Background: an optimization exercise with open tools, aiming at small area, a short achievable clock period and few clock cycles. Do not read the settings as production practice.
At most, simulation tests tie the RTL to the original design; equivalence was not proved.
Power figures rest on the tool's default switching activity, not on a simulated workload.

==> flow/design.v (excerpt) <==
module axi_stream_insert_header #(
parameter DATA_WD = 128,
parameter DATA_BYTE_WD = DATA_WD / 8,
parameter BYTE_CNT_WD = $clog2(DATA_BYTE_WD)
) (
input wire clk,
input wire rst_n,
input wire valid_in,
input wire [DATA_WD-1 : 0] data_in,
input wire [DATA_BYTE_WD-1 : 0] keep_in,
input wire last_in,
output wire ready_in,
output wire valid_out,
output wire [DATA_WD-1 : 0] data_out,
output wire [DATA_BYTE_WD-1 : 0] keep_out,
output wire last_out,
input wire ready_out,
input wire valid_insert,
input wire [DATA_WD-1 : 0] data_insert,
input wire [DATA_BYTE_WD-1 : 0] keep_insert,
input wire [BYTE_CNT_WD-1 : 0] byte_insert_cnt,
output wire ready_insert
);
For scale: about 1400 cells after synthesis, roughly 140 flip-flops, about 450 I/O pins, roughly 13000 sq um of cells after synthesis.
clock: 6.5 ns
lec_check: 0
cap_margin: 20
core_margin: 2
core_utilization: 40
cts_cluster_diameter: 100
cts_cluster_size: 30
setup_slack_margin: 2.5
slew_margin: 20
standard.sh (not shown) runs the stock make flow with config.mk's settings and CLKGATE_MAP_FILE= SYNTH_SCRIPT=/design/flow/synth_recipe.tcl, a recipe that flattens the netlist after the stock synthesis.
==> flow/flow/run.sh <==
#!/bin/bash
# Standard layout, with plain buf_1 cells as the port buffers.
cp standard.sh standard_sh.txt
export BUFFER_PORTS_ARGS="-buffer_cell sky130_fd_sc_hd__buf_1"
bash standard.sh > standard.log 2>&1
Testbench counts at the start, summed over its fixed seeds: cycles 16,082.
Edit:
--- a/flow/config.mk
+++ b/flow/config.mk
@@ -11,2 +10,0 @@
-export CTS_CLUSTER_DIAMETER = 100
-export CTS_CLUSTER_SIZE = 30
Outcome: The changed run produced a clean layout; sequential power barely changes; synthesized cell count stays the same; routed wire length does not change; worst hold slack stays the same.


v25:
axi_stream_insert_header, a different RTL version from the one above (not shown whole).
Size: ~1500 cells after synthesis, about 450 I/O pins, ~0.013 mm2 of cells after synthesis.
## axi_stream_insert_header
module axi_stream_insert_header #(
parameter DATA_WD = 128,
parameter DATA_BYTE_WD = DATA_WD / 8,
parameter BYTE_CNT_WD = $clog2(DATA_BYTE_WD)
) (
input wire clk,
input wire rst_n,
input wire valid_in,
input wire [DATA_WD-1 : 0] data_in,
input wire [DATA_BYTE_WD-1 : 0] keep_in,
input wire last_in,
output wire ready_in,
output wire valid_out,
output wire [DATA_WD-1 : 0] data_out,
output wire [DATA_BYTE_WD-1 : 0] keep_out,
output wire last_out,
input wire ready_out,
input wire valid_insert,
input wire [DATA_WD-1 : 0] data_insert,
input wire [DATA_BYTE_WD-1 : 0] keep_insert,
input wire [BYTE_CNT_WD-1 : 0] byte_insert_cnt,
output wire ready_insert
);
localparam NB = DATA_BYTE_WD;
localparam CW = BYTE_CNT_WD;
localparam [1:0] S_HDR  = 2'd0;    
localparam [1:0] S_DATA = 2'd1;    
localparam [1:0] S_TAIL = 2'd2;    
reg [1:0] state;
reg [DATA_WD-1 : 0] carry;
reg [CW-1 : 0] hm1;                  
reg [CW-1 : 0] tail_m;               
reg [3:0] sa;                        
reg [3:0] sb;                        
wire beat_go = (state == S_DATA) && valid_in && ready_out;
wire tail_go = (state == S_TAIL) && ready_out;
wire [2*DATA_WD-9 : 0] joined = {carry, data_in[DATA_WD-1 : 8]};
wire [8*(NB+3)-1 : 0] ya = ({8*(NB+3){sa[0]}} & joined[0  +: 8*(NB+3)])
                         | ({8*(NB+3){sa[1]}} & joined[32 +: 8*(NB+3)])
                         | ({8*(NB+3){sa[2]}} & joined[64 +: 8*(NB+3)])
                         | ({8*(NB+3){sa[3]}} & joined[96 +: 8*(NB+3)]);
assign data_out = ({DATA_WD{sb[0]}} & ya[0  +: DATA_WD])
                | ({DATA_WD{sb[1]}} & ya[8  +: DATA_WD])
                | ({DATA_WD{sb[2]}} & ya[16 +: DATA_WD])
                | ({DATA_WD{sb[3]}} & ya[24 +: DATA_WD]);
wire [2*NB-1 : 0] kjoined = {{NB{1'b1}}, keep_in};
wire [NB+3 : 0] ka = ({(NB+4){sa[0]}} & kjoined[0  +: NB+4])
  ...
==> flow/config.mk <==
export PLATFORM = sky130hd
export DESIGN_NAME = axi_stream_insert_header
export DESIGN_NICKNAME = axi_stream_insert_header
export VERILOG_FILES = /design/flow/design.v
export SDC_FILE = /design/flow/constraint.sdc
export NUM_CORES = 4
export LEC_CHECK = 0
export CAP_MARGIN = 5
export CORE_MARGIN = 2
export CORE_UTILIZATION = 40
export SETUP_SLACK_MARGIN = 2.5
export SLEW_MARGIN = 5
==> flow/constraint.sdc <==
create_clock -name core_clock -period 6.5 [get_ports {clk}]
set_input_delay 1.3000 -clock core_clock [delete_from_list [all_inputs] [get_ports {clk}]]
set_output_delay 1.3000 -clock core_clock [all_outputs]
set_load 0.01 [all_outputs]
Scripts as last shown in full above: flow/flow/run.sh
Testbench counts of v25, summed over its fixed seeds: cycles 16,082.
The inputs of v23 differ from those of v25 as listed below.
Settings: CAP_MARGIN: 5 -> 20; CORE_UTILIZATION: 40 -> 60; SLEW_MARGIN: 5 -> 20.
Findings:
Compare v25 and v23 | cell count higher: v25
Compared with v25, v23 shows vias per cell that has gone up by more than 10%.
v23 against v25: layout overhead on the synthesized area decreased by 2.7 points relative to the old numbers, area fraction in compound gates after synthesis flat, area of the die dropped about 33%.
On clock share of power: v23 sits below v25.
v25 finished every stage and its layout cleared the timing, design-rule and antenna checks.
In summary, v23 completed successfully, with a layout that passed the timing, design-rule and antenna checks.
v23 vs. v25: wire length of the first global-routing pass saw a decrease, number of signal-net buffers in the layout dropped about 1.5%.
[compare] base=v25 new=v23: well-tap cell count decreased 168, total chip power went down.


axi_stream_insert_header, a different RTL version from the one above (not shown whole).
For scale: roughly 450 I/O pins, ~15000 µm² of cells after synthesis.
Settings: LEC_CHECK=0, CAP_MARGIN=20, CORE_MARGIN=2, CORE_UTILIZATION=40, SLEW_MARGIN=20; clock period 6.5 ns.
Scripts as last shown in full above: flow/flow/run.sh
The baseline produced a clean layout.
Change:
==> flow/run.sh (new file) <==
#!/bin/bash
# synth_recipe.tcl (not shown) runs the flow's synth.tcl, then flattens the netlist and writes it again
# the make line also repeats each setting of config.mk as NAME=value (left out here)
make -C /OpenROAD-flow-scripts/flow DESIGN_CONFIG=/design/flow/config.mk WORK_HOME=/design/flow/orfs CLKGATE_MAP_FILE= SYNTH_SCRIPT=/design/flow/synth_recipe.tcl finish
removed: flow/flow/run.sh
removed: flow/standard.sh
=>
- The new run finished with timing, DRC and antenna clean
- non-clock buffer count is higher by 24
- global-route usage is higher by 2.1 points
- combinational power is higher by about a fifth
- worst hold slack improves by 24 ps
- clock skew hardly moves
No functional check of the RTL was part of any run of this note.

what the ideal ports hide:
How much do the figures lean on ideal ports? The routed layouts below were timed once more, with nothing changed but the port constraints. Step 1 assumes that a clkbuf_16 drives the clock port and a buf_2 every other input. Step 2 also shifts input and output timing later by t, the mid clock arrival at the registers, as if the neighbouring blocks saw the same clock. Slacks: ideal / step 1 / step 2; pairs: ideal / step 1.
run | shift t [ns] | setup slack, ns | hold slack, ns | worst setup path at the end | cell pins on the clock port's net
the first run of note 1 | 0.500 | 2.510 / 2.485 / 2.418 | 0.601 / 0.591 / 0.601 | input to register | 1
the second run of note 1 | 0.500 | 2.510 / 2.485 / 2.418 | 0.601 / 0.591 / 0.601 | input to register | 1
v25 | 0.508 | 2.538 / 2.485 / 2.473 | 0.609 / 0.589 / 0.626 | input to register | 1
v23 | 0.487 | 2.518 / 2.468 / 2.460 | 0.633 / 0.609 / 0.643 | input to register | 1
the first run of note 3 | 0.504 | 0.385 / 0.364 / 0.364 | 0.573 / 0.573 / 0.573 | input to output | 1
the second run of note 3 | 0.506 | 0.195 / 0.156 / 0.156 | 0.597 / 0.597 / 0.597 | input to output | 1
After both steps setup and hold are still met in every run listed.
